From an optimization exercise on the open Yosys and OpenROAD flow, aimed at small area and a short achievable clock period; shortcuts taken in it are not production practice. Power is estimated from default activity; no workload was simulated.

==> flow/design.v <==
module fifo_queue
#(
        parameter QUEUE_SIZE = 16,
        parameter QUEUE_PTR_WIDTH_IN_BITS = 4,
        parameter SINGLE_ENTRY_WIDTH_IN_BITS = 32,
        parameter STORAGE_TYPE = "LUTRAM"
)
(
        input                                                                   reset_in,
        input                                                                   clk_in,
        output                                                                  is_empty_out,
        output                                                                  is_full_out,
        input           [SINGLE_ENTRY_WIDTH_IN_BITS - 1 : 0]                    request_in,
        input                                                                   request_valid_in,
        output  reg                                                             issue_ack_out,
        output  reg     [SINGLE_ENTRY_WIDTH_IN_BITS - 1 : 0]                    request_out,
        output  reg                                                             request_valid_out,
        input                                                                   issue_ack_in,
        output          [SINGLE_ENTRY_WIDTH_IN_BITS * QUEUE_SIZE - 1 : 0]       fifo_entry_packed_out,
        output          [QUEUE_SIZE - 1 : 0]                                    fifo_entry_valid_packed_out
);
localparam W = SINGLE_ENTRY_WIDTH_IN_BITS;
localparam N = QUEUE_SIZE;
reg  [N - 1 : 0]     write_sel;
reg  [N - 1 : 0]     read_sel;
reg                  full_r;
reg                  empty_r;
reg                  not_full_r;
reg                  not_empty_r;
reg  [N - 1 : 0]     valid_r;
reg  [W * N - 1 : 0] data_r;
assign is_full_out                 = full_r;
assign is_empty_out                = empty_r;
assign fifo_entry_valid_packed_out = valid_r;
assign fifo_entry_packed_out       = data_r;
wire [N - 1 : 0] valid_next_slot = {valid_r[0], valid_r[N - 1 : 1]};
wire after_read_valid  = |(read_sel  & valid_next_slot);
wire after_write_valid = |(write_sel & valid_next_slot);
wire write = request_valid_in & (not_full_r | issue_ack_in);
wire read  = issue_ack_in & not_empty_r;
wire full_next  = not_full_r ? (request_valid_in & ~read & after_write_valid)
                             : (~issue_ack_in | request_valid_in);
wire empty_next = not_full_r & ~request_valid_in & (~not_empty_r | (issue_ack_in & ~after_read_valid));
reg  [W - 1 : 0] head;
integer k;
always @(*)
begin
        head = {W{1'b0}};
        for (k = 0; k < N; k = k + 1)
                head = head | (data_r[k * W +: W] & {W{read_sel[k]}});
end
always @(posedge clk_in, posedge reset_in)
begin
        if (reset_in)
        begin
                write_sel         <= {{(N - 1){1'b0}}, 1'b1};
                read_sel          <= {{(N - 1){1'b0}}, 1'b1};
                issue_ack_out     <= 1'b0;
                request_out       <= {W{1'b0}};
                request_valid_out <= 1'b0;
                full_r            <= 1'b0;
                empty_r           <= 1'b1;
                not_full_r        <= 1'b1;
                not_empty_r       <= 1'b0;
        end
        else
        begin
                if (write)
                        write_sel <= {write_sel[N - 2 : 0], write_sel[N - 1]};
                if (read)
                        read_sel  <= {read_sel[N - 2 : 0], read_sel[N - 1]};
                issue_ack_out     <= write;
                request_out       <= head;
                request_valid_out <= not_empty_r;
                full_r            <= full_next;
                empty_r           <= empty_next;
                not_full_r        <= ~full_next;
                not_empty_r       <= ~empty_next;
        end
end
genvar gen;
generate
        for (gen = 0; gen < N; gen = gen + 1)
        begin : slot
                wire we   = write & write_sel[gen];
                wire rd   = read  & read_sel[gen];
                wire keep = ~(we | rd);
                always @(posedge clk_in, posedge reset_in)
                begin
                        if (reset_in)
                        begin
                                data_r[gen * W +: W] <= {W{1'b0}};
                                valid_r[gen]         <= 1'b0;
                        end
                        else
                        begin
                                data_r[gen * W +: W] <= (request_in & {W{we}}) | (data_r[gen * W +: W] & {W{keep}});
                                valid_r[gen]         <= we | (valid_r[gen] & ~rd);
                        end
                end
        end
endgenerate
endmodule
export LEC_CHECK = 0
export CAP_MARGIN = 20
export CORE_MARGIN = 2
export CORE_UTILIZATION = 40
export SETUP_SLACK_MARGIN = 2.8
export SLEW_MARGIN = 20
create_clock -name core_clock -period 5.0 [get_ports {clk_in}]
standard.sh (not shown) runs the stock make flow with config.mk's settings and CLKGATE_MAP_FILE= SYNTH_SCRIPT=/design/flow/synth_recipe.tcl, a recipe that flattens the netlist after the stock synthesis.
==> flow/flow/run.sh <==
#!/bin/bash
export BUFFER_PORTS_ARGS="-buffer_cell sky130_fd_sc_hd__buf_1"
export SETUP_MOVE_SEQUENCE="unbuffer,sizeup,swap"
bash standard.sh > standard.log 2>&1
Change:
==> flow/design.v (replaced) <==
module fifo_queue
#(
        parameter QUEUE_SIZE = 16,
        parameter QUEUE_PTR_WIDTH_IN_BITS = 4,
        parameter SINGLE_ENTRY_WIDTH_IN_BITS = 32,
        parameter STORAGE_TYPE = "LUTRAM"
)
(
        input                                                                   reset_in,
        input                                                                   clk_in,
        output                                                                  is_empty_out,
        output                                                                  is_full_out,
        input           [SINGLE_ENTRY_WIDTH_IN_BITS - 1 : 0]                    request_in,
        input                                                                   request_valid_in,
        output  reg                                                             issue_ack_out,
        output  reg     [SINGLE_ENTRY_WIDTH_IN_BITS - 1 : 0]                    request_out,
        output  reg                                                             request_valid_out,
        input                                                                   issue_ack_in,
        output          [SINGLE_ENTRY_WIDTH_IN_BITS * QUEUE_SIZE - 1 : 0]       fifo_entry_packed_out,
        output          [QUEUE_SIZE - 1 : 0]                                    fifo_entry_valid_packed_out
);
localparam W = SINGLE_ENTRY_WIDTH_IN_BITS;
localparam N = QUEUE_SIZE;
reg  [N - 1 : 0]     wr_nf;
reg  [N - 1 : 0]     rd_ne;
reg                  full_r;
reg                  empty_r;
reg  [N - 1 : 0]     valid_r;
reg  [W * N - 1 : 0] data_r;
assign is_full_out                 = full_r;
assign is_empty_out                = empty_r;
assign fifo_entry_valid_packed_out = valid_r;
assign fifo_entry_packed_out       = data_r;
wire write = request_valid_in & (~full_r | issue_ack_in);
wire read  = issue_ack_in & ~empty_r;
wire [N - 1 : 0] write_sel = wr_nf | (rd_ne & {N{full_r}});
wire [N - 1 : 0] read_sel  = rd_ne | (wr_nf & {N{empty_r}});
wire [N - 1 : 0] valid_next_slot = {valid_r[0], valid_r[N - 1 : 1]};
wire after_read_valid  = |(rd_ne & valid_next_slot);
wire after_write_valid = |(wr_nf & valid_next_slot);
wire full_next  = full_r ? (~issue_ack_in | request_valid_in)
                         : (request_valid_in & ~read & after_write_valid);
wire empty_next = ~full_r & ~request_valid_in & (empty_r | (issue_ack_in & ~after_read_valid));
wire [N - 1 : 0] write_sel_next = write ? {write_sel[N - 2 : 0], write_sel[N - 1]} : write_sel;
wire [N - 1 : 0] read_sel_next  = read  ? {read_sel[N - 2 : 0],  read_sel[N - 1]}  : read_sel;
reg  [W - 1 : 0] head;
integer k;
always @(*)
begin
        head = {W{1'b0}};
        for (k = 0; k < N; k = k + 1)
                head = head | (data_r[k * W +: W] & {W{rd_ne[k]}});
end
always @(posedge clk_in, posedge reset_in)
begin
        if (reset_in)
        begin
                wr_nf             <= {{(N - 1){1'b0}}, 1'b1};
                rd_ne             <= {N{1'b0}};
                issue_ack_out     <= 1'b0;
                request_out       <= {W{1'b0}};
                request_valid_out <= 1'b0;
                full_r            <= 1'b0;
                empty_r           <= 1'b1;
        end
        else
        begin
                wr_nf             <= write_sel_next & {N{~full_next}};
                rd_ne             <= read_sel_next  & {N{~empty_next}};
                issue_ack_out     <= write;
                request_out       <= head;
                request_valid_out <= ~empty_r;
                full_r            <= full_next;
                empty_r           <= empty_next;
        end
end
wire write_full = request_valid_in & issue_ack_in & full_r;
genvar gen;
generate
        for (gen = 0; gen < N; gen = gen + 1)
        begin : slot
                wire we   = (request_valid_in & wr_nf[gen]) | (write_full & rd_ne[gen]);
                wire keep = ~((request_valid_in & wr_nf[gen]) | (issue_ack_in & rd_ne[gen]));
                always @(posedge clk_in, posedge reset_in)
                begin
                        if (reset_in)
                        begin
                                data_r[gen * W +: W] <= {W{1'b0}};
                                valid_r[gen]         <= 1'b0;
                        end
                        else
                        begin
                                data_r[gen * W +: W] <= (request_in & {W{we}}) | (data_r[gen * W +: W] & {W{keep}});
                                valid_r[gen]         <= we | (valid_r[gen] & keep);
                        end
                end
        end
endgenerate
endmodule
Wire length went down by 0.85%.
Power rises by 140%.
Synthesized cell count went up by 5.1%.
Sequential share of layout area fell by 0.73 points.
Worst hold slack gets better by 0.11 ns.
Critical path depth fell by 7.
Cell area climbs by 0.98%.
Setup slack improved by 0.24 ns.
Via count rises by 0.65%.
Fmax is higher by 9.2%.
Area after synthesis came out higher by 0.38%.
No run of this note included a check of the RTL's function; only the layout flow was run.

[afterwards: timing with drivers on the ports]
The results above use ideal ports. As a check the final layouts listed here were re-extracted and re-timed, cells and wires unchanged. Step 1 (the two cells are an assumption about what drives the block):
set clk [get_ports {clk_in}]
set_driving_cell -lib_cell sky130_fd_sc_hd__clkbuf_16 $clk
set_driving_cell -lib_cell sky130_fd_sc_hd__buf_2 [delete_from_list [all_inputs] $clk]
Step 2 times the ports against the registers' clock, not the clock port: input delays grow and output delays shrink by t, the midpoint of the rising clock arrivals with the driver on. a / b / c = no drivers / after step 1 / after step 2; a / b = the first two.
run	t, ns	setup slack, ns	worst setup path at the end	worst data-port slew with drivers (ns)	cell pins on the clock port's net
the first run	0.672	2.208 / 2.218 / 1.546	input to register	0.09	1
the second run	0.694	2.444 / 2.383 / 2.031	input to register	0.18	1
After both steps setup and hold are still met in every run listed. The setup slack of the first run, which loses most, moves by +0.010 ns with the drivers and by -0.662 ns with both steps.
